What follows belongs to an exercise in optimizing a design on an open flow for small area and a short achievable clock period; a production flow would make more cautious choices.
Only simulation tests tie the RTL to the original design; equivalence was not proved.
Power is estimated from default activity; no workload was simulated.

==> inputs of trial 65 <==
==> flow/design.v (excerpt) <==
module systolic_array #(
    parameter NUM_ROW = 8,
    parameter NUM_COL = 8,
    parameter IN_WORD_SIZE = 8,
    parameter OUT_WORD_SIZE = 24
)(
    input                                           clk,
    input                                           rst,
    input      [NUM_COL*IN_WORD_SIZE-1:0]           top_inputs,
    input      [NUM_ROW*IN_WORD_SIZE-1:0]           left_inputs,
    output reg                                      compute_done,
    output reg [OUT_WORD_SIZE-1:0]                  cycles_count,
    output     [0:OUT_WORD_SIZE*NUM_ROW*NUM_COL-1]  pe_register_vals
);
localparam W = IN_WORD_SIZE;
localparam ND = NUM_ROW + NUM_COL - 2;    
always @(posedge clk) begin
    if (rst)
        cycles_count <= 0;
    else
        cycles_count <= cycles_count + 1;
end
always @(posedge clk) begin
    if (rst)
        compute_done <= 1'b0;
    else if (cycles_count == 22)
        compute_done <= 1'b1;
end
reg [ND-1:0] rst_hist;
always @(posedge clk)
    rst_hist <= {rst_hist[ND-2:0] | {(ND-1){rst}}, rst};
wire [ND:0] clr = {rst_hist | {ND{rst}}, rst};
genvar i, j;
generate
for (i = 0; i < NUM_ROW; i = i + 1) begin : row
    localparam N = i + NUM_COL - 1;
    reg  [W*N-1:0] dl;
    wire [W*(N+1)-1:0] st = {dl, ~left_inputs[W*i +: W]};
    always @(posedge clk)
        dl <= st[W*N-1:0];
end
for (j = 0; j < NUM_COL; j = j + 1) begin : col
    localparam N = j + NUM_ROW - 1;
    reg  [W*N-1:0] dl;
    wire [W*(N+1)-1:0] st = {dl, ~top_inputs[W*j +: W]};
    always @(posedge clk)
        dl <= st[W*N-1:0];
end
for (i = 0; i < NUM_ROW; i = i + 1) begin : pr
    for (j = 0; j < NUM_COL; j = j + 1) begin : pc
        if (i + j == 0) begin : g0
            mac_unit0 pe (
                .clk (clk),
                .clr (clr[0]),
                .x   (left_inputs[0 +: W]),
                .w   (top_inputs[0 +: W]),
                .sum (pe_register_vals[0 +: OUT_WORD_SIZE])
            );
        end else begin : g
            mac_unit pe (
                .clk (clk),
                .clr (clr[i+j]),
                .xn  (row[i].st[W*(i+j) +: W]),
                .wn  (col[j].st[W*(i+j) +: W]),
  ...
clock: 10.0 ns
lec_check: 0
cap_margin: 20
core_margin: 2
core_utilization: 60
cts_cluster_diameter: 100
cts_cluster_size: 20
slew_margin: 20
synth_hierarchical: 1
synth_minimum_keep_size: 0
standard.sh (not shown) runs the stock make flow with config.mk's settings and CLKGATE_MAP_FILE= SYNTH_SCRIPT=/design/flow/synth_recipe.tcl, a recipe that flattens the netlist after the stock synthesis.
==> flow/flow/run.sh <==
#!/bin/bash
set -euo pipefail
cd "$(dirname "$0")/.."
bash standard.sh "BUFFER_PORTS_ARGS=-buffer_cell sky130_fd_sc_hd__buf_1" \
    SETUP_SLACK_MARGIN=6 TNS_END_PERCENT=5 finish > orfs_make.log 2>&1
==> trial 76: changes against trial 65 <==
Settings changed: CTS_CLUSTER_DIAMETER 100 to unset, CTS_CLUSTER_SIZE 20 to unset.
==> notes <==
Trial 65 ran to the end with no violations. Trial 76 produced a clean layout.
Against trial 76, the clock power of trial 65 is lower by 41%.
Between trial 65 and trial 76, the lower fmax is in trial 65 (gap about 0.2%, measured against trial 76).
Of trial 76 and trial 65, trial 76 has the higher first-iteration DRC count (gap about 1.8%, measured against trial 65).
Between trial 65 and trial 76, the lower worst hold slack is in trial 65 (gap 2.0 ps).
Synthesized cell count is the same in trial 76 and trial 65.
Against trial 76, the cell area of trial 65 is lower by 2.9%.
Total power: trial 76 is higher than trial 65 (13%).
==> figures <==
Peak supply drop: trial 76 0.283 mV; trial 65 0.198 mV
Result of the run: trial 76 complete, no violations; trial 65 complete, no violations
Number of buffers inserted during clock tree synthesis: trial 76 336; trial 65 181
Global-route usage over all layers: trial 76 35.2%; trial 65 34.9%
Delay of the slowest cell on the worst path: trial 76 330 ps; trial 65 340 ps
Multi-input logic portion of the cell area: trial 76 61.4%; trial 65 63.2%
# clk buffers: trial 76 429; trial 65 193
Final period demand of the worst path: trial 76 4300 ps; trial 65 4310 ps
Endpoint of the worst hold-timing path: trial 76 col[7].dl[12]; trial 65 col[5].dl[36]
Global-route met3 utilization: trial 76 10.8%; trial 65 10.5%
Routed length on met1: trial 76 233000 microns; trial 65 231000 microns
Post-CTS setup buffer count: trial 76 58; trial 65 50
Power per unit of standard cell area: trial 76 209 mW/mm^2; trial 65 191 mW/mm^2
Start point of the worst hold path: trial 76 col[7].dl[4]; trial 65 col[5].dl[28]
Post-route setup slack: trial 76 5700 ps; trial 65 5690 ps
Global routing usage on met1: trial 76 41.2%; trial 65 41.1%

port drivers added, routing unchanged:
The flow's constraints put no driver on any port. The routed layouts listed below were extracted and timed again, unchanged, in two steps. Step 1: set_driving_cell puts a clkbuf_16 on clk and a buf_2 on each other input, an assumption about the parent block. Step 2 also shifts input and output timing later by t, the mid clock arrival at the registers, as if the neighbouring blocks saw the same clock. a / b / c = ideal ports / drivers / drivers and shift; a / b = the first two.
| run | t (ns) | setup WS [ns] | worst register clock-pin slew, ns | cell pins on the clock port's net |
|---|---|---|---|---|
| trial 65 | 1.059 | 5.687 / 5.564 / 4.800 | 0.10 / 0.10 | 1 |
| trial 76 | 1.073 | 5.696 / 5.572 / 4.787 | 0.07 / 0.07 | 1 |
After both steps setup and hold are still met in every run listed. For trial 76, which loses most, drivers alone change the setup slack by -0.124 ns; drivers and shift together by -0.909 ns.
